This design comes from an exercise in tuning for small area, a short achievable clock period and few clock cycles per item on the open sky130 flow, not from production work.
RTL that was checked went through simulation tests only; none was proved equivalent to the original.
No functional check of the RTL was part of runs 1 and 2.

==> design/flow/design.v <==
module lzc #(
  parameter int unsigned WIDTH = 2,
  parameter bit          MODE  = 1'b0,   
  parameter int unsigned CNT_WIDTH = (WIDTH > 1) ? $clog2(WIDTH) : 1
) (
  input  logic [WIDTH-1:0]     in_i,
  output logic [CNT_WIDTH-1:0] cnt_o,
  output logic                 empty_o
);
  always_comb begin
    cnt_o = '0;
    if (MODE) begin
      for (int i = 0; i < WIDTH; i++) begin
        if (in_i[i]) cnt_o = CNT_WIDTH'(WIDTH - 1 - i);
      end
    end else begin
      for (int i = WIDTH - 1; i >= 0; i--) begin
        if (in_i[i]) cnt_o = CNT_WIDTH'(i);
      end
    end
  end
  assign empty_o = ~(|in_i);
endmodule
module stream_arbiter #(
  parameter int unsigned DW    = 32,
  parameter int unsigned N_INP = 2
) (
  input  logic                   clk_i,
  input  logic                   rst_ni,
  input  logic [N_INP*DW-1:0]    inp_data_i,
  input  logic [N_INP-1:0]       inp_valid_i,
  output logic [N_INP-1:0]       inp_ready_o,
  output logic [DW-1:0]          oup_data_o,
  output logic                   oup_valid_o,
  input  logic                   oup_ready_i
);
  logic lock_q, lock_d;    
  logic sel_q;             
  logic sel;
  assign sel = lock_q ? sel_q : inp_valid_i[1];
  assign oup_valid_o = inp_valid_i[sel];
  assign oup_data_o  = sel ? inp_data_i[2*DW-1:DW] : inp_data_i[DW-1:0];
  assign inp_ready_o[0] = oup_ready_i & ~sel;
  assign inp_ready_o[1] = oup_ready_i & sel;
  assign lock_d = oup_valid_o & ~oup_ready_i;
  always_ff @(posedge clk_i or negedge rst_ni) begin
    if (!rst_ni) begin
      lock_q <= 1'b0;
      sel_q  <= 1'b0;
    end else begin
      lock_q <= lock_d;
      sel_q  <= sel;
    end
  end
endmodule
module snitch_shared_muldiv #(
  parameter int unsigned IdWidth = 8,
  parameter int unsigned DataWidth = 32
) (
  input  logic                 clk_i,
  input  logic                 rst_ni,
  input  logic [31:0]          acc_qaddr_i,   
  input  logic [IdWidth-1:0]   acc_qid_i,
  input  logic [31:0]          acc_qdata_op_i,   
  input  logic [DataWidth-1:0] acc_qdata_arga_i,
  input  logic [DataWidth-1:0] acc_qdata_argb_i,
  input  logic [DataWidth-1:0] acc_qdata_argc_i,
  input  logic                 acc_qvalid_i,
  output logic                 acc_qready_o,
  output logic [DataWidth-1:0] acc_pdata_o,
  output logic [IdWidth-1:0]   acc_pid_o,
  output logic                 acc_perror_o,
  output logic                 acc_pvalid_o,
  input  logic                 acc_pready_i
);
  logic st_nega_q, st_norm_q, st_shift_q, st_dstep_q, st_mstep_q, st_fix_q, st_resp_q;
  logic idle;
  assign idle = ~(st_nega_q | st_norm_q | st_shift_q | st_dstep_q | st_mstep_q |
                  st_fix_q | st_resp_q);
  logic [2:0] f3;
  assign f3 = acc_qdata_op_i[14:12];
  logic in_div, in_sdiv, in_negA, in_negB;
  assign in_div  = f3[2];
  assign in_sdiv = f3[2] & ~f3[0];                         
  assign in_negA = in_sdiv & acc_qdata_arga_i[31];
  assign in_negB = in_sdiv & acc_qdata_argb_i[31];
  logic div_q, rem_q, negA_q, negB_q, sa_q, sb_q, outh_q, bzero_q, xtra_q, mext_q;
  logic [IdWidth-1:0] id_q;
  logic [33:0] H_q;    
  logic [31:0] L_q;    
  logic [32:0] M_q;    
  logic        bprev_q;
  logic [4:0]  cnt_q;  
  logic [4:0]  ksh_q;  
  logic        xsel_h, xsel_l, invx, yone, ytwo, invy, cin;
  logic        n_xh, n_xl, n_invx, n_one, n_two, n_invy, n_cin;
  logic [34:0] xop, yop, sum;
  assign xop = ({35{xsel_h}} & {H_q[33], H_q}) | ({35{xsel_l}} & {3'b000, L_q});
  assign yop = ({35{yone}} & {{2{M_q[32]}}, M_q}) | ({35{ytwo}} & {M_q[32], M_q, 1'b0});
  assign sum = (xop ^ {35{invx}}) + (yop ^ {35{invy}}) + {34'b0, cin};
  logic        xa, xb;
  logic [4:0]  za, zb;
  logic        za_empty, zb_empty;
  assign xa = ~div_q & sa_q & H_q[31];
  assign xb = div_q ? negB_q : (sb_q & L_q[31]);
  lzc #(.WIDTH(32), .MODE(1'b1)) i_lzc_a (.in_i(H_q[31:0] ^ {32{xa}}), .cnt_o(za), .empty_o(za_empty));
  lzc #(.WIDTH(32), .MODE(1'b1)) i_lzc_b (.in_i(L_q ^ {32{xb}}), .cnt_o(zb), .empty_o(zb_empty));
  logic [5:0] za6, zb6;
  assign za6 = za_empty ? 6'd32 : {1'b0, za};
  assign zb6 = zb_empty ? 6'd32 : {1'b0, zb};
  logic [5:0] sdiff;
  logic       bzero;
  assign sdiff = (zb_empty ? 6'd31 : {1'b0, zb}) - za6;
  assign bzero = zb_empty & ~negB_q;
  logic       swap;
  logic [5:0] zmin;
  logic [4:0] ndig;     
  assign swap = za6 > zb6;
  assign zmin = swap ? za6 : zb6;
  assign ndig = 5'((6'd34 - zmin) >> 1);
  logic       nfull;    
  assign nfull = (zmin < 6'd3);
  logic [31:0] fhi, flo, fout;
  logic [4:0]  fk;
  assign fk  = ksh_q;
  always_comb begin
    if (st_shift_q) begin             
      fhi = {1'b0, L_q[31:1]};
      flo = {L_q[0], 31'b0};
    end else if (outh_q) begin        
      fhi = {32{H_q[33]}};
      flo = H_q[31:0];
    end else begin                    
      fhi = H_q[31:0];
      flo = L_q;
    end
  end
  logic [47:0] f16;
  logic [39:0] f8;
  logic [35:0] f4;
  logic [33:0] f2;
  assign f16  = fk[4] ? {fhi, flo[31:16]}       : {fhi[15:0], flo};
  assign f8   = fk[3] ? f16[47:8]               : f16[39:0];
  assign f4   = fk[2] ? f8[39:4]                : f8[35:0];
  assign f2   = fk[1] ? f4[35:2]                : f4[33:0];
  assign fout = fk[0] ? f2[32:1]                : f2[31:0];
  logic last_cnt;
  assign last_cnt = (cnt_q == 5'd0);
  logic negq;
  assign negq = negA_q ^ negB_q;
  assign acc_qready_o = idle;
  assign acc_pvalid_o = st_resp_q;
  assign acc_perror_o = 1'b0;
  assign acc_pid_o    = id_q;
  assign acc_pdata_o  = fout;
  logic qbit;
  assign qbit = ~sum[34];
  logic n_nega, n_norm, n_shift, n_dstep, n_mstep, n_fix, n_resp;
  logic [31:0] l_next;
  logic        nb1, nb0, nbp;
  always_comb begin
    n_xh = 1'b0; n_xl = 1'b0; n_invx = 1'b0; n_one = 1'b0; n_two = 1'b0; n_invy = 1'b0; n_cin = 1'b0;
    if (st_norm_q) begin
      l_next = swap ? H_q[31:0] : L_q;
      nb1 = l_next[1]; nb0 = l_next[0]; nbp = 1'b0;
    end else begin
      l_next = L_q;
      nb1 = L_q[3] & ~last_cnt; nb0 = L_q[2] & ~last_cnt; nbp = L_q[1];
    end
    if (n_mstep) begin
      n_xh = 1'b1; n_invy = nb1; n_cin = nb1;
      n_one = nb0 ^ nbp;
      n_two = (nb1 & ~nb0 & ~nbp) | (~nb1 & nb0 & nbp);
    end
    if (n_dstep) begin
      n_xh = 1'b1; n_one = 1'b1; n_invy = ~negB_q; n_cin = ~negB_q;
    end
    if (n_nega) begin
      n_xh = 1'b1; n_invx = 1'b1; n_cin = 1'b1;
    end
    if (n_fix) begin
      if (rem_q) begin
        n_xh = 1'b1; n_invx = negA_q; n_cin = negA_q;
      end else if (st_norm_q & bzero) begin
        n_invy = 1'b1;   
      end else begin
        n_xl = 1'b1; n_invx = 1'b1; n_cin = 1'b1;
      end
    end
  end
  always_comb begin
    n_nega = 1'b0; n_norm = 1'b0; n_shift = 1'b0; n_dstep = 1'b0;
    n_mstep = 1'b0; n_fix = 1'b0; n_resp = 1'b0;
    if (idle & acc_qvalid_i) begin
      if (in_negA) n_nega = 1'b1;
      else n_norm = 1'b1;
    end
    if (st_nega_q) n_norm = 1'b1;
    if (st_norm_q) begin
      if (!div_q) n_mstep = 1'b1;
      else if (bzero) begin
        if (rem_q ? negA_q : 1'b1) n_fix = 1'b1;
        else n_resp = 1'b1;
      end else if (sdiff[5]) begin
        if (rem_q & negA_q) n_fix = 1'b1;
        else n_resp = 1'b1;
      end else n_shift = 1'b1;
    end
    if (st_shift_q) n_dstep = 1'b1;
    if (st_dstep_q) begin
      if (!last_cnt) n_dstep = 1'b1;
      else if (rem_q ? negA_q : negq) n_fix = 1'b1;
      else n_resp = 1'b1;
    end
    if (st_mstep_q) begin
      if (~xtra_q & (~last_cnt | mext_q)) n_mstep = 1'b1;
      else n_resp = 1'b1;
    end
    if (st_fix_q) n_resp = 1'b1;
    if (st_resp_q & ~acc_pready_i) n_resp = 1'b1;
  end
  always_ff @(posedge clk_i) begin
    xsel_h <= n_xh; xsel_l <= n_xl; invx <= n_invx;
    yone <= n_one; ytwo <= n_two; invy <= n_invy; cin <= n_cin;
  end
  always_ff @(posedge clk_i or negedge rst_ni) begin
    if (!rst_ni) begin
      st_nega_q <= 1'b0; st_norm_q <= 1'b0; st_shift_q <= 1'b0; st_dstep_q <= 1'b0;
      st_mstep_q <= 1'b0; st_fix_q <= 1'b0; st_resp_q <= 1'b0;
    end else begin
      st_nega_q <= n_nega; st_norm_q <= n_norm; st_shift_q <= n_shift; st_dstep_q <= n_dstep;
      st_mstep_q <= n_mstep; st_fix_q <= n_fix; st_resp_q <= n_resp;
    end
  end
  always_ff @(posedge clk_i) begin
    if (idle) begin
      id_q    <= acc_qid_i;
      div_q   <= in_div;
      rem_q   <= f3[1];
      negA_q  <= in_negA;
      negB_q  <= in_negB;
      sa_q    <= ~f3[1] | ~f3[0];                  
      sb_q    <= ~f3[1];                           
      outh_q  <= in_div ? f3[1] : (f3[1] | f3[0]);   
      H_q     <= {{2{in_negA}}, acc_qdata_arga_i};
      L_q     <= acc_qdata_argb_i;
      M_q     <= {acc_qdata_arga_i[31] & (~f3[1] | ~f3[0]), acc_qdata_arga_i};
    end
    if (st_nega_q) H_q <= sum[33:0];
    if (st_norm_q) begin
      if (div_q) begin
        cnt_q   <= sdiff[4:0];
        ksh_q   <= (bzero | sdiff[5]) ? 5'd0 : ~sdiff[4:0];
        bzero_q <= bzero;
        if (bzero | sdiff[5]) L_q <= '0;
      end else begin
        cnt_q   <= nfull ? 5'd15 : ndig - 5'd1;
        ksh_q   <= nfull ? 5'd0 : {4'(5'd16 - ndig), 1'b0};
        mext_q  <= (zmin == 6'd0);
        xtra_q  <= 1'b0;
        bprev_q <= 1'b0;
        H_q     <= '0;
        if (swap) begin
          L_q <= H_q[31:0];
          M_q <= {L_q[31] & sb_q, L_q};
        end
      end
    end
    if (st_shift_q) begin
      M_q <= {negB_q, fout};
      L_q <= '0;
      ksh_q <= 5'd0;
    end
    if (st_dstep_q) begin
      if (qbit) H_q <= sum[33:0];
      L_q   <= {L_q[30:0], qbit};
      M_q   <= {M_q[32], M_q[32:1]};
      cnt_q <= cnt_q - 5'd1;
    end
    if (st_mstep_q) begin
      if (xtra_q) begin
        H_q <= sum[33:0];
      end else begin
        H_q     <= {sum[34], sum[34:2]};
        L_q     <= {sum[1:0], L_q[31:2]};
        bprev_q <= L_q[1];
        cnt_q   <= cnt_q - 5'd1;
        if (last_cnt) xtra_q <= 1'b1;
      end
    end
    if (st_fix_q) begin
      if (rem_q) H_q <= sum[33:0];
      else L_q <= sum[31:0];
    end
  end
endmodule
==> design/flow/run.sh <==
#!/bin/bash
# synth_recipe.tcl (not shown) runs the flow's synth.tcl, then flattens the netlist and writes it again
# the make line also repeats each setting of config.mk as NAME=value (left out here)
make -C /OpenROAD-flow-scripts/flow DESIGN_CONFIG=/design/flow/config.mk WORK_HOME=/design/flow/orfs CLKGATE_MAP_FILE= SYNTH_SCRIPT=/design/flow/synth_recipe.tcl finish
==> design/flow/config.mk <==
export PLATFORM = sky130hd
export DESIGN_NAME = snitch_shared_muldiv
export DESIGN_NICKNAME = snitch_shared_muldiv
export VERILOG_FILES = /design/flow/design.v
export SDC_FILE = /design/flow/constraint.sdc
export NUM_CORES = 4
export LEC_CHECK = 0
export CAP_MARGIN = 20
export CORE_MARGIN = 2
export CORE_UTILIZATION = 40
export SETUP_SLACK_MARGIN = 5
export SLEW_MARGIN = 20
==> design/flow/constraint.sdc <==
create_clock -name core_clock -period 11.0 [get_ports {clk_i}]
set_input_delay 2.2000 -clock core_clock [delete_from_list [all_inputs] [get_ports {clk_i}]]
set_output_delay 2.2000 -clock core_clock [all_outputs]
set_load 0.01 [all_outputs]
==> flow_summary.yaml, run 1 <==
floorplanning:
  row_count: 73
  io_pins: 215
  initial_utilization_pct: 40.7
  dieArea_um2: 42200
  fp.dieW_um: 205
  die_y_um: 205
  core_area_um2: 39800
cells_and_area:
  antenna_cells: 0
  finalInstanceArea_um2: 18500
  regArea_um2: 3030
  nFillCells: 4122
  nets: 2491
  multi_input_area_um2: 12200
  area_growth_syn_to_layout_pct: 14.0
  drive_gt1_share_pct: 8.15
logic_synthesis:
  synth_area_leaders: "dfxtp_1 (14%), mux2i_1 (9.4%), nand2_1 (7.9%)"
  yosys_warnings: 2
  synth.most_common_cell: "nand2_1"
  synth_top_area_share_pct: 14.3
  seq_area_frac_synth_pct: 18.6
  synth_common_cells: "nand2_1 (342), a21oi_1 (214), clkbuf_1 (181)"
  synth_edf_count: 17
  syn_nets: 2511
  async_flop_share_pct: 5.00
  yosysTopAreaCell: "dfxtp_1"
  syn_inst: 2288
  netlist_area_um2: 16200
  synth-main-ff-cell: "dfxtp_1"
  synth.distinct_cells: 96
  avgSynthCellArea_um2: 7.09
  ys_seq_elements: 140
worst_setup_path:
  worstPathArrival_ns: 3.79
  r2r-end: "cnt_q[2]"
  endpoint: "acc_pdata_o[17]"
  cp-startpoint: "outh_q"
  end_kind: "primary output"
  r2r-start: "div_q"
  reg2reg_depth: 23
  rrSetupSlack_ns: 5.13
  crit_fanout: 56
  path_class: "register to primary output"
  cp-start-kind: "register"
  crit_required_ns: 8.80
grt:
  track_usage_pct: 34.9
  grt_max_degree: 85
  grt_overflow: 0
  grt_pass1_wl_um: 109000
  grt_pass1_vias: 16900
  antenna_found_initial: 1
clock_network:
  cts_buffers: 17
  tritoncts: "yes"
  htree_levels: 4
  cts.path.max_buffers: 2
  insertion_delay_ns: 0.47
  path_clk_slew_ns: 0.07
  numClockSinks: 140
  cts_root_buf: "clkbuf_16"
detailed_routing:
  drt-initial-drc-count: 2470
  drt-wirelength-per-cell_um: 26.9
  via_count: 18600
  drc: 0
  drtAntennaViolNets: 0
  viasPerCell: 6.63
  drt_pass1_iterations: 6
  drt-total-wl_um: 75600
timing:
  fmax_mhz: 167
  drv_slew: 0
  finalHoldViolCount: 0
  setup_viol: 0
  clock_skew_ns: 0.0183
  fin_crit_sh_pct: 54.4
  fin_crit_ns: 5.99
  worstMarginPinSlew_ns: 1.13
  fin_tns_setup_ns: 0
  relSlewSlack_pct: 24.8
  fin_ws_ns: 5.01
  holdWs_ns: 0.506
  rsz0062_at_grt: "true"
flow_run:
  maxCapViolations: 0
place:
  dp_hpwl_um: 55400
  pre_cts_ws_ns: 4.63
  globalplace.congestion: 0.980
  placed_area_um2: 17600
  port_buffers: 120
status:
  outcome: "timing/DRC/antenna clean"
min_path:
  holdCritPathClass: "register to register"
==> flip-flops by register name, summed over array words and instances, names as in the netlist, 5 cells and up <==
| name | flops |
|---|---|
| M_q | 33 |
| id_q | 8 |
| L_q | 32 |
| ksh_q | 5 |
| H_q | 34 |
| cnt_q | 5 |
==> worst min path at each step <==
stage                  from  slack, ns  depth (start not counted)       to
floorplan            M_q[3]       0.45                          2   M_q[2]
global placement    M_q[13]       0.49                          2  M_q[12]
detailed placement  M_q[20]       0.49                          2  M_q[19]
CTS                 M_q[23]       0.50                          2  M_q[22]
global route        M_q[26]       0.53                          2  M_q[25]
finish               M_q[5]       0.51                          2   M_q[4]
==> per-layer routing <==
| metal | share of wire, % | up-vias | GRT usage [%] |
|---|---|---|---|
| li1 | - | 8391 | - |
| met1 | 42 | 8825 | 48.4 |
| met2 | 42 | 1184 | 51.2 |
| met3 | 12 | 205 | 7.70 |
| met4 | 4.8 | 2 | 16.3 |
| met5 | 0.016 | - | 0 |
==> through the flow <==
stage	instances	util, %
finish	2806	46.4
CTS	2797	46.0
global placement	2755	44.2
global route	2806	46.4
floorplan	2288	-
detailed placement	2755	44.2
==> kinds of logic (layout without fill, tap and decap cells) <==
logic type,after synthesis,after routing,synth area share [%]
compound gates,823,823,33.7
simple gates,697,699,19.8
buf+inv,296,287,7.05
mux,173,173,11.0
flops,140,140,18.6
xor+xnor,106,106,5.77
fa+ha+maj,52,52,4.14
other cells,1,1,0.0231
==> timing repair <==
action / CTS / global route
setup endpoints to repair: 39 / 45
resized for setup: 19 / 31
buffers inserted: 9 / 7
hold buffers: 0 / 0
cloned: 1 / 2
==> cell type report <==
| cell class | count | area share, % |
|---|---|---|
| Multi-Input combinational cell | 1854 | 66.0 |
| Clock inverter | 11 | 0.711 |
| Tap cell | 525 | 3.55 |
| Timing Repair Buffer | 180 | 9.18 |
| Clock buffer | 21 | 2.55 |
| Sequential cell | 140 | 16.4 |
| Inverter | 74 | 1.57 |
| Timing Repair inverter | 1 | 0.0406 |
==> worst max-delay path, cell delays in order (launching register included) <==
cell	delay [ns]
edfxtp_1	0.42
buf_12	0.22
and2_2	0.37
a21o_1	0.20
mux4_2	0.50
mux2i_1	0.28
mux2i_1	0.14
mux2_2	0.34
nand2_1	0.07
o21ai_0	0.19
clkdlybuf4s50_1	0.56
==> cell usage in the layout, fill, tap and decap left out, drive strengths merged, types with 8 or more instances in the layout <==
cell type | netlist | layout
a221oi | 34 | 34
a211oi | 38 | 38
nor4 | 22 | 22
and3 | 29 | 29
a31oi | 14 | 14
edfxtp | 17 | 17
o2bb2ai | 10 | 10
a21oi | 215 | 215
clkdlybuf4s50 | 0 | 120
o22ai | 25 | 25
o21a | 19 | 19
dfxtp | 116 | 116
nor2 | 120 | 120
mux2i | 152 | 152
a211o | 15 | 15
nand3 | 40 | 40
nand4 | 19 | 19
a221o | 18 | 18
ha | 48 | 48
buf | 41 | 60
mux2 | 19 | 19
inv | 71 | 73
xor2 | 14 | 14
nor3 | 32 | 32
and2 | 14 | 15
or3 | 10 | 10
o31ai | 9 | 9
nand2 | 342 | 342
a311oi | 8 | 8
o21ai | 185 | 185
xnor2 | 92 | 92
nand2b | 21 | 21
o211ai | 21 | 21
a21o | 42 | 42
o221ai | 16 | 16
a22oi | 84 | 84
clkbuf | 181 | 21
nor2b | 21 | 21
==> run 2: changes to the inputs <==
==> design/flow/flow/run.sh (new file) <==
#!/bin/bash
set -e
sed 's/SETUP_SLACK_MARGIN=[0-9.]*/SETUP_SLACK_MARGIN=6.5/' standard.sh > standard_m.sh
bash standard_m.sh > standard.log 2>&1
==> design/flow/standard.sh (new file) <==
#!/bin/bash
# synth_recipe.tcl (not shown) runs the flow's synth.tcl, then flattens the netlist and writes it again
# the make line also repeats each setting of config.mk as NAME=value (left out here)
make -C /OpenROAD-flow-scripts/flow DESIGN_CONFIG=/design/flow/config.mk WORK_HOME=/design/flow/orfs CLKGATE_MAP_FILE= SYNTH_SCRIPT=/design/flow/synth_recipe.tcl "${@:-finish}"
removed: design/flow/run.sh
==> flow_summary.yaml, run 2 <==
status:
  outcome: "timing/DRC/antenna clean"
timing:
  fmax_mhz: 184
  setup_viol: 0
  rsz0062_at_grt: "true"
  fin_crit_sh_pct: 49.4
  worstMarginPinSlew_ns: 1.19
  fin_tns_setup_ns: 0
  drv_slew: 0
  clock_skew_ns: 0.0212
  finalHoldViolCount: 0
  fin_crit_ns: 5.44
  relSlewSlack_pct: 20.5
clock_network:
  cts_hold_buf: 0
  cts_buffers: 17
  cts_root_buf: "clkbuf_16"
  numClockSinks: 140
  path_clk_slew_ns: 0.08
  cts.path.max_buffers: 2
  tritoncts: "yes"
  insertion_delay_ns: 0.48
  htree_levels: 4
cells_and_area:
  reg.largest.list: "H_q (34), M_q (33), L_q (32)"
  drive_gt1_share_pct: 28.4
  finish.utilization_pct: 56.0
  nFillCells: 3635
  final_common_cell: "nand2_1"
  largest_register_ffs: 34
  mostFrequentLayoutCells: "nand2_1 (309), buf_4 (203), a21oi_1 (168), o21ai_0 (120), nor2_1 (115)"
  regMostFlops: "H_q"
  finalInstanceArea_um2: 22300
  area_growth_syn_to_layout_pct: 37.6
  nets: 2697
worst_setup_path:
  reg2reg_depth: 24
  path_class: "register to primary output"
  crit_fanout: 8
  critPathMaxStageDelay_ns: 0.39
  r2r-start: "div_q"
  cp-start-kind: "register"
  cp_top_family: "buffers and inverters"
  crit_required_ns: 8.80
  cp_cell_sequence: "buf_6 > buf_12 > clkinvlp_4 > buf_4 > a21oi_1 > o21ai_0 > mux2i_1 > nand2_1 > o21ai_2 > mux2i_2 > mux2i_1 > buf_4 > mux2i_2 > buf_2"
  worst-path-stages: 14
  cp_num_buf_inv: 6
  endpoint: "acc_pdata_o[23]"
  cpMaxStageDelayCell: "edfxtp_1"
  end_kind: "primary output"
  rrSetupSlack_ns: 6.08
  r2r-end: "cnt_q[3]"
  cp-startpoint: "outh_q"
  worstPathArrival_ns: 3.24
logic_synthesis:
  synth.distinct_cells: 96
  avgSynthCellArea_um2: 7.09
  synth_area_leaders: "dfxtp_1 (14%), mux2i_1 (9.4%), nand2_1 (7.9%)"
  synth_top_area_share_pct: 14.3
  synth-main-ff-cell: "dfxtp_1"
  seq_area_frac_synth_pct: 18.6
  netlist_area_um2: 16200
  syn_inst: 2288
  yosysTopAreaCell: "dfxtp_1"
  synth_edf_count: 17
  async_flop_share_pct: 5.00
  ys_seq_elements: 140
  syn_nets: 2511
  yosys_warnings: 2
  synth_common_cells: "nand2_1 (342), a21oi_1 (214), clkbuf_1 (181)"
  synth.most_common_cell: "nand2_1"
grt:
  antenna_found_initial: 4
  grt_pass1_vias: 19300
  grt_max_degree: 71
  grt_pass1_wl_um: 126000
  track_usage_pct: 40.4
  grt_overflow: 0
floorplanning:
  core_area_um2: 39800
  row_count: 73
  die_y_um: 205
  initial_utilization_pct: 40.7
  io_pins: 215
  dieArea_um2: 42200
  fp.dieW_um: 205
detailed_routing:
  drt-total-wl_um: 90000
  viasPerCell: 6.88
  drt-initial-drc-count: 3267
  via_count: 20700
  drtAntennaViolNets: 0
  drc: 0
  drt-wirelength-per-cell_um: 29.9
  drt_pass1_iterations: 8
place:
  dp_hpwl_um: 59200
  globalplace.congestion: 1.03
  port_buffers: 120
  placed_area_um2: 17800
flow_run:
  maxCapViolations: 0
min_path:
  holdCritPathClass: "register to register"
[run 2: metrics by stage]
step,instances,hold WS [ns],setup slack [ns]
floorplan,2288,0.452,6.39
finish,3015,0.494,5.56
global route,3013,0.528,5.52
detailed placement,2770,0.485,4.57
global placement,2770,0.484,4.60
CTS,2974,0.494,5.68
[run 2: cell families after synthesis]
group / synth area share (%)
mux: 11.0
xor+xnor: 5.77
simple gates: 19.8
flops: 18.6
buf+inv: 7.05
compound gates: 33.7
fa+ha+maj: 4.14
other cells: 0.0231
[run 2: final cells by class]
class	count	area (um^2)	share of cell area [%]
sequential	140	3070	13.8
timing repair buffer	385	3760	16.9
clock buffer	19	443	1.99
multi-input combinational	1855	13900	62.3
antenna	3	7.51	0.0337
timing repair inverter	1	7.51	0.0337
tap	525	657	2.94
clock inverter	13	131	0.589
inverter	74	319	1.43
[run 2: what timing repair did]
item / 4_1_cts / 5_1_grt
gates cloned: 17 / 7
buffers inserted: 155 / 31
gates resized for setup: 521 / 166
pin swaps: 73 / 62
setup endpoints to repair: 152 / 148
[run 2: worst min-delay path, cell delays in order, from the launching register on]
cell and delay (ns):
dfxtp_1 0.35, inv_1 0.06, a21oi_1 0.05
[run 2: how the worst min path moves through the flow]
stage | from | end | cells past startpoint | slack (ns)
after floorplan | M_q[3] | M_q[2] | 2 | 0.45
after global placement | M_q[31] | M_q[30] | 2 | 0.48
after detailed placement | M_q[31] | M_q[30] | 2 | 0.48
after CTS | M_q[7] | M_q[6] | 2 | 0.49
after global routing | M_q[31] | M_q[30] | 2 | 0.53
final | M_q[7] | M_q[6] | 2 | 0.49
[run 2: layer usage]
metal / vias to the layer above / wire, um / share of wire, % / track usage [%]
met1: 9812 / 32300 / 36 / 49.2
met2: 1620 / 36900 / 41 / 59.5
met3: 499 / 12200 / 13 / 12.3
li1: 8810 / - / - / -
met5: - / 0 / 0 / 0
met4: 0 / 8630 / 9.6 / 31.0
==> run 3: changes to the inputs <==
--- a/design/flow/design.v
+++ b/design/flow/design.v
@@ -90,13 +90,17 @@
   logic [31:0] L_q;    
   logic [32:0] M_q;    
-  logic        bprev_q;
   logic [4:0]  cnt_q;  
   logic [4:0]  ksh_q;  
-  logic        xsel_h, xsel_l, invx, yone, ytwo, invy, cin;
-  logic        n_xh, n_xl, n_invx, n_one, n_two, n_invy, n_cin;
-  logic [34:0] xop, yop, sum;
-  assign xop = ({35{xsel_h}} & {H_q[33], H_q}) | ({35{xsel_l}} & {3'b000, L_q});
-  assign yop = ({35{yone}} & {{2{M_q[32]}}, M_q}) | ({35{ytwo}} & {M_q[32], M_q, 1'b0});
-  assign sum = (xop ^ {35{invx}}) + (yop ^ {35{invy}}) + {34'b0, cin};
+  logic        xsel_h, xsel_l, invx, one0, two0, inv0, cin0, one1, two1, inv1;
+  logic        n_xh, n_xl, n_invx, n_one0, n_two0, n_inv0, n_cin0, n_one1, n_two1, n_inv1;
+  logic [36:0] xop, y0, y1, csa_s, csa_c, sum;
+  logic [36:0] msx;
+  assign msx = {{4{M_q[32]}}, M_q};
+  assign xop = (({37{xsel_h}} & {{3{H_q[33]}}, H_q}) | ({37{xsel_l}} & {5'b0, L_q})) ^ {37{invx}};
+  assign y0  = (({37{one0}} & msx) | ({37{two0}} & {msx[35:0], 1'b0})) ^ {37{inv0}};
+  assign y1  = (({37{one1}} & {msx[34:0], 2'b0}) | ({37{two1}} & {msx[33:0], 3'b0})) ^ {37{inv1}};
+  assign csa_s = xop ^ y0 ^ y1;
+  assign csa_c = {(xop[35:0] & y0[35:0]) | (xop[35:0] & y1[35:0]) | (y0[35:0] & y1[35:0]), inv1};
+  assign sum = csa_s + csa_c + {36'b0, cin0};
   logic        xa, xb;
   logic [4:0]  za, zb;
@@ -115,10 +119,8 @@
   logic       swap;
   logic [5:0] zmin;
-  logic [4:0] ndig;     
-  assign swap = za6 > zb6;
-  assign zmin = swap ? za6 : zb6;
-  assign ndig = 5'((6'd34 - zmin) >> 1);
-  logic       nfull;    
-  assign nfull = (zmin < 6'd3);
+  logic [3:0] nstep;    
+  assign swap  = za6 > zb6;
+  assign zmin  = swap ? za6 : zb6;
+  assign nstep = (zmin < 6'd3) ? 4'd8 : 4'((6'd36 - zmin) >> 2);
   logic [31:0] fhi, flo, fout;
   logic [4:0]  fk;
@@ -155,35 +157,36 @@
   assign acc_pdata_o  = fout;
   logic qbit;
-  assign qbit = ~sum[34];
+  assign qbit = ~sum[36];
   logic n_nega, n_norm, n_shift, n_dstep, n_mstep, n_fix, n_resp;
-  logic [31:0] l_next;
-  logic        nb1, nb0, nbp;
-  always_comb begin
-    n_xh = 1'b0; n_xl = 1'b0; n_invx = 1'b0; n_one = 1'b0; n_two = 1'b0; n_invy = 1'b0; n_cin = 1'b0;
-    if (st_norm_q) begin
-      l_next = swap ? H_q[31:0] : L_q;
-      nb1 = l_next[1]; nb0 = l_next[0]; nbp = 1'b0;
-    end else begin
-      l_next = L_q;
-      nb1 = L_q[3] & ~last_cnt; nb0 = L_q[2] & ~last_cnt; nbp = L_q[1];
-    end
+  logic [4:0] nb;   
+  always_comb begin
+    n_xh = 1'b0; n_xl = 1'b0; n_invx = 1'b0;
+    n_one0 = 1'b0; n_two0 = 1'b0; n_inv0 = 1'b0; n_cin0 = 1'b0;
+    n_one1 = 1'b0; n_two1 = 1'b0; n_inv1 = 1'b0;
+    if (st_norm_q) nb = {swap ? H_q[3:0] : L_q[3:0], 1'b0};
+    else if (last_cnt) nb = {4'b0000, L_q[3]};    
+    else nb = L_q[7:3];
     if (n_mstep) begin
-      n_xh = 1'b1; n_invy = nb1; n_cin = nb1;
-      n_one = nb0 ^ nbp;
-      n_two = (nb1 & ~nb0 & ~nbp) | (~nb1 & nb0 & nbp);
+      n_xh   = 1'b1;
+      n_inv0 = nb[2]; n_cin0 = nb[2];
+      n_one0 = nb[1] ^ nb[0];
+      n_two0 = (nb[2] & ~nb[1] & ~nb[0]) | (~nb[2] & nb[1] & nb[0]);
+      n_inv1 = nb[4];
+      n_one1 = nb[3] ^ nb[2];
+      n_two1 = (nb[4] & ~nb[3] & ~nb[2]) | (~nb[4] & nb[3] & nb[2]);
     end
     if (n_dstep) begin
-      n_xh = 1'b1; n_one = 1'b1; n_invy = ~negB_q; n_cin = ~negB_q;
+      n_xh = 1'b1; n_one0 = 1'b1; n_inv0 = ~negB_q; n_cin0 = ~negB_q;
     end
     if (n_nega) begin
-      n_xh = 1'b1; n_invx = 1'b1; n_cin = 1'b1;
+      n_xh = 1'b1; n_invx = 1'b1; n_cin0 = 1'b1;
     end
     if (n_fix) begin
       if (rem_q) begin
-        n_xh = 1'b1; n_invx = negA_q; n_cin = negA_q;
+        n_xh = 1'b1; n_invx = negA_q; n_cin0 = negA_q;
       end else if (st_norm_q & bzero) begin
-        n_invy = 1'b1;   
+        n_inv0 = 1'b1;   
       end else begin
-        n_xl = 1'b1; n_invx = 1'b1; n_cin = 1'b1;
+        n_xl = 1'b1; n_invx = 1'b1; n_cin0 = 1'b1;
       end
     end
@@ -222,5 +225,6 @@
   always_ff @(posedge clk_i) begin
     xsel_h <= n_xh; xsel_l <= n_xl; invx <= n_invx;
-    yone <= n_one; ytwo <= n_two; invy <= n_invy; cin <= n_cin;
+    one0 <= n_one0; two0 <= n_two0; inv0 <= n_inv0; cin0 <= n_cin0;
+    one1 <= n_one1; two1 <= n_two1; inv1 <= n_inv1;
   end
   always_ff @(posedge clk_i or negedge rst_ni) begin
@@ -255,9 +259,8 @@
         if (bzero | sdiff[5]) L_q <= '0;
       end else begin
-        cnt_q   <= nfull ? 5'd15 : ndig - 5'd1;
-        ksh_q   <= nfull ? 5'd0 : {4'(5'd16 - ndig), 1'b0};
+        cnt_q   <= {1'b0, nstep - 4'd1};
+        ksh_q   <= {3'(4'd8 - nstep), 2'b00};
         mext_q  <= (zmin == 6'd0);
         xtra_q  <= 1'b0;
-        bprev_q <= 1'b0;
         H_q     <= '0;
         if (swap) begin
@@ -282,7 +285,6 @@
         H_q <= sum[33:0];
       end else begin
-        H_q     <= {sum[34], sum[34:2]};
-        L_q     <= {sum[1:0], L_q[31:2]};
-        bprev_q <= L_q[1];
+        H_q     <= {sum[36], sum[36:4]};
+        L_q     <= {sum[3:0], L_q[31:4]};
         cnt_q   <= cnt_q - 5'd1;
         if (last_cnt) xtra_q <= 1'b1;
==> design/flow/flow/run.sh (replaced) <==
#!/bin/bash
set -e
sed 's/SETUP_SLACK_MARGIN=[0-9.]*/SETUP_SLACK_MARGIN=6/' standard.sh > standard_m.sh
bash standard_m.sh > standard.log 2>&1
--- a/design/flow/config.mk
+++ b/design/flow/config.mk
@@ -6,4 +6,5 @@
 export NUM_CORES = 4
 export LEC_CHECK = 0
+export ABC_AREA = 1
 export CAP_MARGIN = 20
 export CORE_MARGIN = 2
==> flow_summary.yaml, run 3 <==
detailed_routing:
  drt-initial-drc-count: 3027
  viasPerCell: 6.28
  via_count: 22300
  drtAntennaViolNets: 0
  drt-wirelength-per-cell_um: 26.4
  drc: 0
  drt-total-wl_um: 93500
  drt_pass1_iterations: 10
timing:
  drv_slew: 0
  fin_tns_setup_ns: 0
  setup_viol: 0
  worstMarginPinSlew_ns: 1.04
  fin_crit_ns: 5.46
  fmax_mhz: 183
  rsz0062_at_grt: "true"
  finalHoldViolCount: 0
  fin_ws_ns: 5.54
  fin_crit_sh_pct: 49.6
  clock_skew_ns: 0.0108
  relSlewSlack_pct: 30.4
grt:
  grt_overflow: 0
  antenna_found_initial: 3
  track_usage_pct: 39.6
  grt_pass1_wl_um: 131000
  grt_max_degree: 70
  grt_pass1_vias: 19900
logic_synthesis:
  yosys_warnings: 2
  syn_inst: 2723
  seq_area_frac_synth_pct: 17.4
  synth-main-ff-cell: "dfxtp_1"
  synth.distinct_cells: 59
  synth_top_area_share_pct: 13.5
  synth_edf_count: 17
  syn_nets: 2982
  async_flop_share_pct: 4.90
  ys_seq_elements: 143
  synth.most_common_cell: "nand2_1"
  netlist_area_um2: 17600
  avgSynthCellArea_um2: 6.46
  synth_common_cells: "nand2_1 (509), inv_1 (364), o21ai_0 (311)"
  synth_area_leaders: "dfxtp_1 (14%), nand2_1 (11%), xor2_1 (9.2%)"
  yosysTopAreaCell: "dfxtp_1"
worst_setup_path:
  cp-startpoint: "L_q[8]"
  cp_top_family: "compound AO/OA/AOI/OAI gates"
  worst-path-stages: 28
  rrSetupSlack_ns: 5.54
  r2r-start: "L_q[8]"
  end_kind: "register"
  critPathMaxStageDelay_ns: 0.53
  worstPathArrival_ns: 5.84
  cp-start-kind: "register"
  r2r-end: "H_q[14]"
  crit_required_ns: 11.38
  cpMaxStageDelayCell: "dfxtp_1"
  cp_num_buf_inv: 4
  reg2reg_depth: 28
  endpoint: "H_q[14]"
  crit_fanout: 5
  critPathMostFrequentCell: "a21boi_2"
  path_class: "register to register"
cells_and_area:
  nets: 3208
  drive_gt1_share_pct: 25.2
  reg.largest.list: "H_q (34), M_q (33), L_q (32)"
  antenna_cells: 0
  area_growth_syn_to_layout_pct: 36.0
  finalInstanceArea_um2: 23900
  final_common_cell: "nand2_1"
  mostFrequentLayoutCells: "nand2_1 (462), inv_1 (341), buf_4 (192), xor2_1 (177), o211ai_1 (157)"
  largest_register_ffs: 34
  regMostFlops: "H_q"
place:
  port_buffers: 120
  dp_hpwl_um: 62700
  pre_cts_ws_ns: 3.91
  globalplace.congestion: 1.00
  placed_area_um2: 19000
floorplanning:
  core_area_um2: 43300
  row_count: 76
  initial_utilization_pct: 40.7
  dieArea_um2: 45700
  io_pins: 215
  die_y_um: 214
  fp.dieW_um: 214
clock_network:
  tritoncts: "yes"
  cts.path.max_buffers: 2
  path_clk_slew_ns: 0.08
  insertion_delay_ns: 0.48
  cts_hold_buf: 0
  htree_levels: 4
  cts_buffers: 17
  numClockSinks: 143
  cts_root_buf: "clkbuf_16"
min_path:
  holdCritPathClass: "register to register"
flow_run:
  maxCapViolations: 0
status:
  outcome: "timing/DRC/antenna clean"
run 3: cell count changes after synthesis, sizes merged, moves of 35 or more:
cell	before	now
a21o	42	2
a21oi	215	153
mux2i	152	29
nand3	40	81
o21ai	185	348
nand2	342	517
o211ai	21	157
inv	71	382
o22ai	25	120
xnor2	92	16
xor2	14	186
fa	3	38
run 3: per-layer routing:
metal  part of all wire, %  up-vias  wire length [um]  global-route usage [%]
met3                    12      444             11200                    11.5
li1                      -     9801                 -                       -
met2                    42     1506             39100                    58.2
met4                   8.7        4              8090                    27.7
met5                  0.11        -               104                       0
met1                    37    10500             35000                    49.8
run 3: cells by family (layout without fill, tap and decap cells):
| logic type | count (synthesis) | count (layout) | synth area share (%) |
|---|---|---|---|
| other | 1 | 1 | 0.0213 |
| flip-flops | 143 | 143 | 17.4 |
| XOR/XNOR | 202 | 202 | 10.1 |
| AO/OA/AOI/OAI | 942 | 943 | 33.0 |
| multiplexers | 29 | 29 | 1.65 |
| buffers and inverters | 575 | 808 | 12.7 |
| adder cells (fa/ha/maj) | 87 | 87 | 7.81 |
| AND/OR/NAND/NOR | 744 | 749 | 17.2 |
run 3: stage by stage:
stage	utilization [%]	std cells	hold slack, ns
after floorplan	-	2723	0.453
after detailed placement	44.0	3278	0.481
after global placement	44.0	3277	0.467
after CTS	51.2	3473	0.504
final	55.3	3547	0.527
after global routing	55.3	3547	0.542
run 3: how the worst min path moves through the flow:
stage	start	to	slack (ns)	cells after the start
finish	cnt_q[0]	cnt_q[0]	0.53	1
CTS	cnt_q[0]	cnt_q[0]	0.50	1
detailed placement	cnt_q[0]	cnt_q[0]	0.48	1
floorplan	cnt_q[0]	cnt_q[0]	0.45	1
global route	cnt_q[0]	cnt_q[0]	0.54	1
global placement	cnt_q[0]	cnt_q[0]	0.47	1
run 3: area by class of cell:
class                   instances  area, um^2
clock inverters                13         120
flip-flops and latches        143        3110
clock buffers                  19         464
repair buffers                378        3760
well taps                     585         732
repair inverters                7        51.3
fillers                      4177       19300
multi-input cells            2011       14100
inverters                     391        1600
run 3: what timing repair did:
item                                    in CTS  in global routing
endpoints found under the setup margin     156                149
cloned                                      23                  5
pin swaps                                   67                118
resized for setup                          515                314
setup buffers                              140                 69
Testbench counts of run 3, summed over its fixed seeds: cycles 68,118, ops 8,000.
==> run 4: changes to the inputs <==
==> design/flow/run.sh (new file) <==
#!/bin/bash
# synth_recipe.tcl (not shown) runs the flow's synth.tcl, then flattens the netlist and writes it again
# the make line also repeats each setting of config.mk as NAME=value (left out here)
make -C /OpenROAD-flow-scripts/flow DESIGN_CONFIG=/design/flow/config.mk WORK_HOME=/design/flow/orfs CLKGATE_MAP_FILE= SYNTH_SCRIPT=/design/flow/synth_recipe.tcl finish
removed: design/flow/flow/run.sh
removed: design/flow/standard.sh
==> flow_summary.yaml, run 4 <==
status:
  outcome: "timing/DRC/antenna clean"
cells_and_area:
  nets: 3020
  largest_register_ffs: 34
  finalInstanceArea_um2: 20500
  mostFrequentLayoutCells: "nand2_1 (505), inv_1 (355), o21ai_0 (261), xor2_1 (180), o211ai_1 (157)"
  regMostFlops: "H_q"
  final_common_cell: "nand2_1"
  drive_gt1_share_pct: 8.76
  reg.largest.list: "H_q (34), M_q (33), L_q (32)"
  antenna_cells: 0
  area_growth_syn_to_layout_pct: 16.3
grt:
  grt_pass1_vias: 18500
  grt_pass1_wl_um: 122000
  antenna_found_initial: 3
  track_usage_pct: 36.9
  grt_overflow: 0
  grt_max_degree: 78
detailed_routing:
  viasPerCell: 6.11
  drt-total-wl_um: 86200
  drt_pass1_iterations: 8
  top_layer: "met5"
  wl_met3_um: 10000
  drt-wirelength-per-cell_um: 25.7
  dr_wl_met2_um: 36700
  drc: 0
  m1WireLength_um: 33200
  drtAntennaViolNets: 0
  drt-initial-drc-count: 2501
  via_count: 20500
clock_network:
  htree_levels: 4
  cts_root_buf: "clkbuf_16"
  path_clk_slew_ns: 0.08
  cts.path.max_buffers: 2
  numClockSinks: 143
  tritoncts: "yes"
  insertion_delay_ns: 0.48
  cts_buffers: 17
  cts_hold_buf: 0
timing:
  drv_slew: 0
  rsz0062_at_grt: "true"
  fin_tns_setup_ns: 0
  finalHoldViolCount: 0
  relSlewSlack_pct: 35.7
  fmax_mhz: 169
  clock_skew_ns: 0.0147
  worstMarginPinSlew_ns: 0.964
  fin_crit_ns: 5.93
  fin_crit_sh_pct: 53.9
  setup_viol: 0
min_path:
  holdCritPathClass: "register to register"
worst_setup_path:
  critPathMaxStageDelay_ns: 0.59
  critPathMostFrequentCell: "o21ai_0"
  cp_top_family: "buffers and inverters"
  path_class: "register to primary output"
  cp_num_buf_inv: 5
  cpMaxStageDelayCell: "clkdlybuf4s50_1"
  worstPathArrival_ns: 3.73
  end_kind: "primary output"
  cp-start-kind: "register"
  crit_fanout: 33
  cp_cell_sequence: "buf_12 > inv_2 > buf_16 > nand2_8 > clkinvlp_4 > o21ai_0 > o21ai_0 > o21ai_1 > mux2i_1 > nand2_1 > o21ai_0 > nand2_1 > o21ai_0 > o21ai_1 > clkdlybuf4s50_1"
  crit_required_ns: 8.80
logic_synthesis:
  synth.most_common_cell: "nand2_1"
  async_flop_share_pct: 4.90
  syn_inst: 2723
  synth_area_leaders: "dfxtp_1 (14%), nand2_1 (11%), xor2_1 (9.2%)"
  synth_compound_area_share_pct: 33.0
  avgSynthCellArea_um2: 6.46
  synth_top_area_share_pct: 13.5
  yosys_warnings: 2
  yosysTopAreaCell: "dfxtp_1"
  synth_edf_count: 17
  synth-xor-area-share_pct: 10.1
  synth_common_cells: "nand2_1 (509), inv_1 (364), o21ai_0 (311)"
  ys_seq_elements: 143
  syn_nets: 2982
  synthSimpleGateAreaFrac_pct: 17.2
  synth_top_family_by_area: "compound AO/OA/AOI/OAI gates"
  synth_adder_area_share_pct: 7.81
  seq_area_frac_synth_pct: 17.4
  synthMuxAreaShare_pct: 1.65
  netlist_area_um2: 17600
  synth-main-ff-cell: "dfxtp_1"
  synth.distinct_cells: 59
place:
  placed_area_um2: 19000
  port_buffers: 120
  globalplace.congestion: 1.00
  dp_hpwl_um: 62700
floorplanning:
  fp.dieW_um: 214
  core_area_um2: 43300
  io_pins: 215
  initial_utilization_pct: 40.7
  die_y_um: 214
  dieArea_um2: 45700
  row_count: 76
flow_run:
  maxCapViolations: 0
## run 4: cell counts after synthesis
No cell type changed its count.
## run 4: worst paths after layout
| kind | slack, ns | cells after the start | start | to |
|---|---|---|---|---|
| setup / recovery | 5.07 | 15 | st_shift_q | acc_pdata_o[19] |
| hold / removal | 0.51 | 1 | cnt_q[0] | cnt_q[0] |
| setup reg to reg | 5.07 | 29 | L_q[7] | H_q[3] |
| hold reg to reg | 0.51 | 1 | cnt_q[0] | cnt_q[0] |
| max in group asynchronous | 8.69 | 1 | rst_ni | st_dstep_q |
| min in group asynchronous | 2.01 | 1 | rst_ni | st_resp_q |
## run 4: logic make-up (layout without fill, tap and decap cells)
kind of cell,Yosys count,after routing
compound gates,942,943
other cells,1,1
flops,143,143
xor+xnor,202,202
simple gates,744,746
fa+ha+maj,87,87
buf+inv,575,623
mux,29,29
## run 4: layout make-up
type | instances | area, um^2
flip-flops and latches | 143 | 3090
fillers | 4509 | 22800
well taps | 585 | 732
clock inverters | 13 | 120
clock buffers | 19 | 464
inverters | 391 | 1500
repair inverters | 3 | 20.0
multi-input cells | 2008 | 12600
repair buffers | 197 | 1970
## run 4: what timing repair did
item,in CTS,in global routing
endpoints found under the setup margin,111,107
gates resized for setup,66,89
pin swaps,3,22
cloned,5,5
setup buffers,11,28
## run 4: routing by layer
layer,global-route usage (%),up-vias
met5,0,-
met4,23.8,2
met3,9.74,290
met2,55.6,1261
met1,46.8,9560
li1,-,9397
## run 4: stage by stage
| step | setup slack (ns) | instances | hold slack, ns | util, % |
|---|---|---|---|---|
| after floorplan | 6.05 | 2723 | 0.453 | - |
| after global routing | 4.91 | 3359 | 0.549 | 47.3 |
| after CTS | 4.92 | 3326 | 0.504 | 46.0 |
| after detailed placement | 3.91 | 3278 | 0.481 | 44.0 |
| final | 5.07 | 3359 | 0.510 | 47.3 |
| after global placement | 3.97 | 3277 | 0.467 | 44.0 |
==> run 5: changes to the inputs <==
--- a/design/flow/design.v
+++ b/design/flow/design.v
@@ -74,8 +74,13 @@
   input  logic                 acc_pready_i
 );
-  logic st_nega_q, st_norm_q, st_shift_q, st_dstep_q, st_mstep_q, st_fix_q, st_resp_q;
+  logic st_nega_q, st_norm_q, st_shift_q, st_dstep_q, st_mstep_q, st_fix_q, st_done_q;
+  logic        ovalid_q;
+  logic [31:0] odata_q;
+  logic [IdWidth-1:0] oid_q;
+  logic        out_free;
+  assign out_free = ~ovalid_q | acc_pready_i;
   logic idle;
   assign idle = ~(st_nega_q | st_norm_q | st_shift_q | st_dstep_q | st_mstep_q |
-                  st_fix_q | st_resp_q);
+                  st_fix_q | (st_done_q & ~out_free));
   logic [2:0] f3;
   assign f3 = acc_qdata_op_i[14:12];
@@ -152,11 +157,11 @@
   assign negq = negA_q ^ negB_q;
   assign acc_qready_o = idle;
-  assign acc_pvalid_o = st_resp_q;
+  assign acc_pvalid_o = ovalid_q;
   assign acc_perror_o = 1'b0;
-  assign acc_pid_o    = id_q;
-  assign acc_pdata_o  = fout;
+  assign acc_pid_o    = oid_q;
+  assign acc_pdata_o  = odata_q;
   logic qbit;
   assign qbit = ~sum[36];
-  logic n_nega, n_norm, n_shift, n_dstep, n_mstep, n_fix, n_resp;
+  logic n_nega, n_norm, n_shift, n_dstep, n_mstep, n_fix, n_done;
   logic [4:0] nb;   
   always_comb begin
@@ -194,5 +199,5 @@
   always_comb begin
     n_nega = 1'b0; n_norm = 1'b0; n_shift = 1'b0; n_dstep = 1'b0;
-    n_mstep = 1'b0; n_fix = 1'b0; n_resp = 1'b0;
+    n_mstep = 1'b0; n_fix = 1'b0; n_done = 1'b0;
     if (idle & acc_qvalid_i) begin
       if (in_negA) n_nega = 1'b1;
@@ -204,8 +209,8 @@
       else if (bzero) begin
         if (rem_q ? negA_q : 1'b1) n_fix = 1'b1;
-        else n_resp = 1'b1;
+        else n_done = 1'b1;
       end else if (sdiff[5]) begin
         if (rem_q & negA_q) n_fix = 1'b1;
-        else n_resp = 1'b1;
+        else n_done = 1'b1;
       end else n_shift = 1'b1;
     end
@@ -214,12 +219,12 @@
       if (!last_cnt) n_dstep = 1'b1;
       else if (rem_q ? negA_q : negq) n_fix = 1'b1;
-      else n_resp = 1'b1;
+      else n_done = 1'b1;
     end
     if (st_mstep_q) begin
       if (~xtra_q & (~last_cnt | mext_q)) n_mstep = 1'b1;
-      else n_resp = 1'b1;
+      else n_done = 1'b1;
     end
-    if (st_fix_q) n_resp = 1'b1;
-    if (st_resp_q & ~acc_pready_i) n_resp = 1'b1;
+    if (st_fix_q) n_done = 1'b1;
+    if (st_done_q & ~out_free) n_done = 1'b1;
   end
   always_ff @(posedge clk_i) begin
@@ -231,11 +236,18 @@
     if (!rst_ni) begin
       st_nega_q <= 1'b0; st_norm_q <= 1'b0; st_shift_q <= 1'b0; st_dstep_q <= 1'b0;
-      st_mstep_q <= 1'b0; st_fix_q <= 1'b0; st_resp_q <= 1'b0;
+      st_mstep_q <= 1'b0; st_fix_q <= 1'b0; st_done_q <= 1'b0;
+      ovalid_q <= 1'b0;
     end else begin
       st_nega_q <= n_nega; st_norm_q <= n_norm; st_shift_q <= n_shift; st_dstep_q <= n_dstep;
-      st_mstep_q <= n_mstep; st_fix_q <= n_fix; st_resp_q <= n_resp;
+      st_mstep_q <= n_mstep; st_fix_q <= n_fix; st_done_q <= n_done;
+      if (st_done_q & out_free) ovalid_q <= 1'b1;
+      else if (acc_pready_i) ovalid_q <= 1'b0;
     end
   end
   always_ff @(posedge clk_i) begin
+    if (st_done_q & out_free) begin
+      odata_q <= fout;
+      oid_q   <= id_q;
+    end
     if (idle) begin
       id_q    <= acc_qid_i;
--- a/design/flow/config.mk
+++ b/design/flow/config.mk
@@ -9,5 +9,5 @@
 export CAP_MARGIN = 20
 export CORE_MARGIN = 2
-export CORE_UTILIZATION = 40
+export CORE_UTILIZATION = 55
 export SETUP_SLACK_MARGIN = 5
 export SLEW_MARGIN = 20
==> flow_summary.yaml, run 5 <==
status:
  outcome: "timing/DRC/antenna clean"
clock_network:
  tritoncts: "yes"
  cts_root_buf: "clkbuf_16"
  insertion_delay_ns: 0.48
  cts_buffers: 17
  cts.path.max_buffers: 2
  numClockSinks: 184
  cts_hold_buf: 0
  htree_levels: 4
  path_clk_slew_ns: 0.08
cells_and_area:
  final-instance-count-excl-fill: 3223
  nFillCells: 3095
  finish.utilization_pct: 62.7
  largest_register_ffs: 34
  regMostFlops: "H_q"
  drive_gt1_share_pct: 5.91
  reg.largest.list: "H_q (34), M_q (33)"
  nets: 3021
  antenna_cells: 0
  area_growth_syn_to_layout_pct: 11.9
  regArea_um2: 4300
  mostFrequentLayoutCells: "nand2_1 (465), inv_1 (357), o21ai_0 (291), a21oi_1 (186), xor2_1 (181)"
  multi_input_area_um2: 12500
  final_common_cell: "nand2_1"
place:
  port_buffers: 120
  globalplace.congestion: 1.02
  dp_hpwl_um: 60800
  dp.cells: 3161
floorplanning:
  fp.dieW_um: 189
  die_y_um: 189
  row_count: 67
  core_area_um2: 33600
  io_pins: 215
  dieArea_um2: 35700
  initial_utilization_pct: 56.0
grt:
  grt_pass1_wl_um: 122000
  track_usage_pct: 45.9
  grt_pass1_vias: 19700
  grt_max_degree: 89
  grt_overflow: 0
  antenna_found_initial: 1
min_path:
  holdCritPathClass: "register to register"
worst_setup_path:
  path_class: "register to register"
  crit_required_ns: 11.35
  cp-start-kind: "register"
  crit_fanout: 24
  worstPathArrival_ns: 6.25
  end_kind: "register"
  critPathMaxStageDelay_ns: 0.60
  cpMaxStageDelayCell: "o22ai_1"
  cp_cell_sequence: "inv_1 > o22ai_1 > xor2_1 > fa_1 > inv_1 > ha_1 > nand2_1 > o21ai_0 > a21oi_1 > o21ai_0 > nand2_1 > o2111ai_1 > xor2_1 > nand2_2 > nand2_4 > inv_1 > a32o_1 > a211oi_1 > a21oi_1"
  critPathMostFrequentCell: "inv_1"
logic_synthesis:
  yosys_warnings: 2
  synth.most_common_cell: "nand2_1"
  syn_nets: 3006
  syn_inst: 2747
  synth_top_area_share_pct: 12.6
  synth_common_cells: "nand2_1 (468), inv_1 (364), o21ai_0 (291)"
  synth_edf_count: 57
  avgSynthCellArea_um2: 6.86
  synth.distinct_cells: 62
  netlist_area_um2: 18800
  async_flop_share_pct: 4.35
  synth-main-ff-cell: "dfxtp_1"
  ys_seq_elements: 184
  synth_area_leaders: "dfxtp_1 (13%), nand2_1 (9.3%), edfxtp_1 (9.1%)"
  yosysTopAreaCell: "dfxtp_1"
  seq_area_frac_synth_pct: 22.8
detailed_routing:
  viasPerCell: 6.72
  drt-total-wl_um: 84600
  drt_pass1_iterations: 9
  drt-initial-drc-count: 3596
  via_count: 21700
  drc: 0
  drt-wirelength-per-cell_um: 26.2
  drtAntennaViolNets: 0
timing:
  fmax_mhz: 170
  clock_skew_ns: 0.0202
  setup_viol: 0
  finalHoldViolCount: 0
  fin_crit_ns: 5.89
  relSlewSlack_pct: 21.5
  fin_tns_setup_ns: 0
  rsz0062_at_grt: "false"
  worstMarginPinSlew_ns: 1.17
  drv_slew: 0
  fin_crit_sh_pct: 53.6
flow_run:
  maxCapViolations: 0
## run 5: changes by cell type in the layout (fill, tap and decap cells not counted), moves of 10 or more
| cell | previous run | this run |
|---|---|---|
| o21ai_2 | 20 | 2 |
| a21oi_1 | 149 | 186 |
| a32oi_1 | 1 | 11 |
| edfxtp_1 | 17 | 57 |
| nor2_1 | 107 | 136 |
| dfxtp_1 | 105 | 118 |
| o221ai_1 | 29 | 48 |
| dfxtp_2 | 14 | 1 |
| buf_4 | 61 | 48 |
| o21ai_0 | 261 | 291 |
| o211ai_1 | 157 | 137 |
| nand2_1 | 505 | 465 |
| o21ai_1 | 66 | 25 |
## run 5: final cells by class
| class | instances | area share (%) |
|---|---|---|
| clock buffer | 17 | 2.02 |
| clock inverter | 15 | 0.861 |
| multi-input combinational | 1996 | 59.1 |
| sequential | 184 | 20.4 |
| timing repair inverter | 4 | 0.142 |
| inverter | 387 | 7.02 |
| tap | 448 | 2.66 |
| timing repair buffer | 172 | 7.78 |
## run 5: metrics by stage
step / worst slack [ns] / hold WS, ns / cell area (um^2)
CTS: 4.96 / 0.422 / 20800
detailed placement: 3.95 / 0.405 / 20100
floorplan: 5.10 / 0.400 / 18800
global route: 4.95 / 0.433 / 21100
finish: 5.11 / 0.420 / 21100
global placement: 4.12 / 0.402 / 20100
## run 5: logic make-up after synthesis
group           Yosys count  share of synthesized area, %
compound gates          938                          30.7
flops                   184                          22.8
buf+inv                 571                          11.9
simple gates            729                          15.8
other cells               1                        0.0199
xor+xnor                203                          9.60
fa+ha+maj                87                          7.29
mux                      34                          1.81
## run 5: metal layers
layer / up-vias / GRT usage [%] / share of wire [%]
met1: 9904 / 56.6 / 35
li1: 9487 / - / -
met2: 1789 / 68.2 / 41
met4: 4 / 35.3 / 9.6
met5: - / 2.20 / 0.021
met3: 470 / 11.8 / 14
## run 5: final timing paths
kind | slack (ns) | depth (start not counted) | startpoint | end
hold reg to reg | 0.42 | 0 | id_q[6] | oid_q[6]
max in group asynchronous | 8.70 | 1 | rst_ni | st_shift_q
hold / removal | 0.42 | 0 | id_q[6] | oid_q[6]
min in group asynchronous | 2.01 | 1 | rst_ni | st_nega_q
setup reg to reg | 5.11 | 19 | L_q[7] | H_q[31]
setup / recovery | 5.11 | 19 | L_q[7] | H_q[31]
## run 5: timing repair
action | 4_1_cts | 5_1_grt
cloned | 1 | 7
endpoints found under the setup margin | 76 | 79
pin swaps | 1 | 4
buffers inserted | 3 | 19
resized for setup | 8 | 28
## run 5: critical path: cells and delay by family (launching register included)
kind,cells,cell delay (ns)
flops,1,0.57
fa+ha+maj,2,0.85
xor+xnor,2,0.50
compound gates,8,2.23
simple gates,4,1.01
buf+inv,3,0.61
Testbench counts of run 5, summed over its fixed seeds: cycles 60,134, ops 8,000.
==> run 6: changes to the inputs <==
--- a/design/flow/config.mk
+++ b/design/flow/config.mk
@@ -6,8 +6,7 @@
 export NUM_CORES = 4
 export LEC_CHECK = 0
-export ABC_AREA = 1
 export CAP_MARGIN = 20
 export CORE_MARGIN = 2
-export CORE_UTILIZATION = 55
+export CORE_UTILIZATION = 40
 export SETUP_SLACK_MARGIN = 5
 export SLEW_MARGIN = 20
==> flow_summary.yaml, run 6 <==
logic_synthesis:
  synth-main-ff-cell: "dfxtp_1"
  avgSynthCellArea_um2: 7.79
  synth_adder_area_share_pct: 7.12
  synth.most_common_cell: "nand2_1"
  syn_inst: 2496
  yosysTopAreaCell: "dfxtp_1"
  netlist_area_um2: 19400
  synth_edf_count: 57
  synthMuxAreaShare_pct: 11.2
  seq_area_frac_synth_pct: 22.1
  synthSimpleGateAreaFrac_pct: 16.0
  synth_area_leaders: "dfxtp_1 (12%), edfxtp_1 (8.8%), mux2i_1 (7.8%)"
  synth_common_cells: "nand2_1 (262), a21oi_1 (205), clkbuf_1 (193)"
  synth_top_area_share_pct: 12.3
  synth-xor-area-share_pct: 6.76
  async_flop_share_pct: 4.35
  syn_nets: 2755
  synth_compound_area_share_pct: 29.6
  ys_seq_elements: 184
  yosys_warnings: 2
  synth.distinct_cells: 87
  synth_top_family_by_area: "compound AO/OA/AOI/OAI gates"
status:
  outcome: "timing/DRC/antenna clean"
timing:
  rsz0062_at_grt: "false"
  fin_crit_sh_pct: 53.7
  fmax_mhz: 169
  worstMarginPinSlew_ns: 1.13
  fin_tns_setup_ns: 0
  drv_slew: 0
  clock_skew_ns: 0.0256
  setup_viol: 0
  fin_crit_ns: 5.90
  finalHoldViolCount: 0
  relSlewSlack_pct: 24.6
detailed_routing:
  drt-wirelength-per-cell_um: 27.7
  viasPerCell: 6.72
  drt-total-wl_um: 85700
  drtAntennaViolNets: 0
  drc: 0
  via_count: 20800
  drt_pass1_iterations: 6
  drt-initial-drc-count: 3006
floorplanning:
  dieArea_um2: 50400
  core_area_um2: 47800
  fp.dieW_um: 224
  row_count: 80
  io_pins: 215
  initial_utilization_pct: 40.6
  die_y_um: 224
clock_network:
  cts.path.max_buffers: 2
  path_clk_slew_ns: 0.07
  insertion_delay_ns: 0.50
  cts_buffers: 17
  numClockSinks: 184
  cts_root_buf: "clkbuf_16"
  tritoncts: "yes"
  htree_levels: 4
  cts_hold_buf: 0
place:
  placed_area_um2: 20900
  globalplace.congestion: 1.01
  port_buffers: 120
  dp.cells: 3046
  dp_hpwl_um: 61700
worst_setup_path:
  crit_required_ns: 8.80
  critPathMaxStageDelay_ns: 0.53
  critPathMostFrequentCell: "clkdlybuf4s50_1"
  cpMaxStageDelayCell: "clkdlybuf4s50_1"
  crit_fanout: 4
  end_kind: "primary output"
  worstPathArrival_ns: 3.70
  path_class: "input port to primary output"
  cp-start-kind: "input port"
  cp_cell_sequence: "clkdlybuf4s50_1 > inv_1 > a31oi_4 > nand3_4 > clkinv_8 > clkdlybuf4s50_1"
cells_and_area:
  regMostFlops: "H_q"
  mostFrequentLayoutCells: "nand2_1 (260), a21oi_1 (205), mux2i_1 (151), o21ai_0 (145), nor2_1 (123)"
  area_growth_syn_to_layout_pct: 11.4
  nFillCells: 4790
  finalInstanceArea_um2: 21700
  nets: 2721
  reg.largest.list: "H_q (34), M_q (33)"
  drive_gt1_share_pct: 7.92
  final-instance-count-excl-fill: 3092
  final_common_cell: "nand2_1"
  largest_register_ffs: 34
grt:
  use_met3_pct: 6.78
  track_usage_pct: 33.2
  met1_usage_pct: 45.4
  antenna_found_initial: 3
  grt_overflow: 0
  use_met2_pct: 49.0
  top_usage_layer: "met2"
  grt_pass1_vias: 19200
  grt_max_degree: 77
  grt_pass1_wl_um: 126000
flow_run:
  maxCapViolations: 0
min_path:
  holdCritPathClass: "register to register"
## run 6: final timing paths
kind,start,slack [ns],endpoint,depth (start not counted)
hold / removal,id_q[2],0.42,oid_q[2],0
hold reg to reg,id_q[2],0.42,oid_q[2],0
setup reg to reg,H_q[2],5.17,L_q[14],17
setup / recovery,acc_pready_i,5.10,acc_qready_o,6
min in group asynchronous,rst_ni,1.99,st_done_q,1
max in group asynchronous,rst_ni,8.71,st_shift_q,1
## run 6: layout make-up
class	instances	area (um^2)	area share, %
clock inverters	10	96.3	0.445
repair buffers	181	1660	7.68
flip-flops and latches	184	4310	19.9
well taps	615	769	3.55
diodes	2	5.00	0.0231
inverters	127	489	2.26
clock buffers	22	475	2.20
multi-input cells	1950	13800	63.9
repair inverters	1	8.76	0.0404
## run 6: routing by layer
layer	up-vias	part of all wire (%)
met5	-	0
met4	0	6.0
met3	261	11
met2	1400	42
met1	10000	41
li1	9096	-
## run 6: cell families (layout without fill, tap and decap cells)
| group | count (synthesis) | in the layout |
|---|---|---|
| mux | 205 | 205 |
| fa+ha+maj | 88 | 88 |
| flops | 184 | 184 |
| other cells | 1 | 3 |
| buf+inv | 364 | 341 |
| simple gates | 657 | 659 |
| xor+xnor | 150 | 150 |
| compound gates | 847 | 847 |
## run 6: critical path, delay by kind of cell
kind / cells / cell delay, ns
buf+inv: 4 / 1.17
compound gates: 1 / 0.19
simple gates: 1 / 0.15
## run 6: repair_timing
| action | CTS | global route |
|---|---|---|
| cloned | 1 | 2 |
| resized for setup | 5 | 7 |
| setup endpoints to repair | 2 | 51 |
| pin swaps | 2 | 1 |
| buffers inserted | 2 | 7 |
## run 6: metrics by stage
stage | setup WS [ns] | hold WS (ns) | util [%]
2_1_floorplan | 5.24 | 0.400 | -
3_3_place_gp | 4.22 | 0.401 | 43.8
3_5_place_dp | 4.20 | 0.407 | 43.8
4_1_cts | 5.00 | 0.424 | 45.1
5_1_grt | 5.01 | 0.429 | 45.3
6_report | 5.10 | 0.422 | 45.3

port drivers added, routing unchanged:
The flow's constraints put no driver on any port. The routed layouts listed below were extracted and timed again, unchanged, in two steps. Step 1 assumes that a clkbuf_16 drives the clock port and a buf_2 every other input. Step 2 moves the port delays by t, midway between the first and last clock arrival at a register: inputs arrive t later, outputs are due t later. That takes back most of the time a late clock gives input paths. Three values: no drivers, after step 1, after step 2; two values: the first two.
run	shift t [ns]	setup WS [ns]	slew at the worst register clock pin (ns)	worst slew at a driven data input, ns	cell pins on the clock port's net
run 1	0.515	5.011 / 4.953 / 5.128	0.08 / 0.08	0.06	1
run 2	0.514	5.563 / 5.517 / 6.031	0.08 / 0.08	0.06	1
run 3	0.542	5.542 / 5.542 / 5.542	0.08 / 0.08	0.04	1
run 4	0.528	5.067 / 5.010 / 5.071	0.08 / 0.08	0.04	1
run 5	0.530	5.106 / 5.106 / 5.106	0.09 / 0.09	0.05	1
run 6	0.532	5.095 / 5.071 / 5.071	0.09 / 0.09	0.06	1
After both steps setup and hold are still met in every run listed. The setup slack of run 6, which loses most, moves by -0.024 ns with the drivers and by -0.024 ns with both steps.
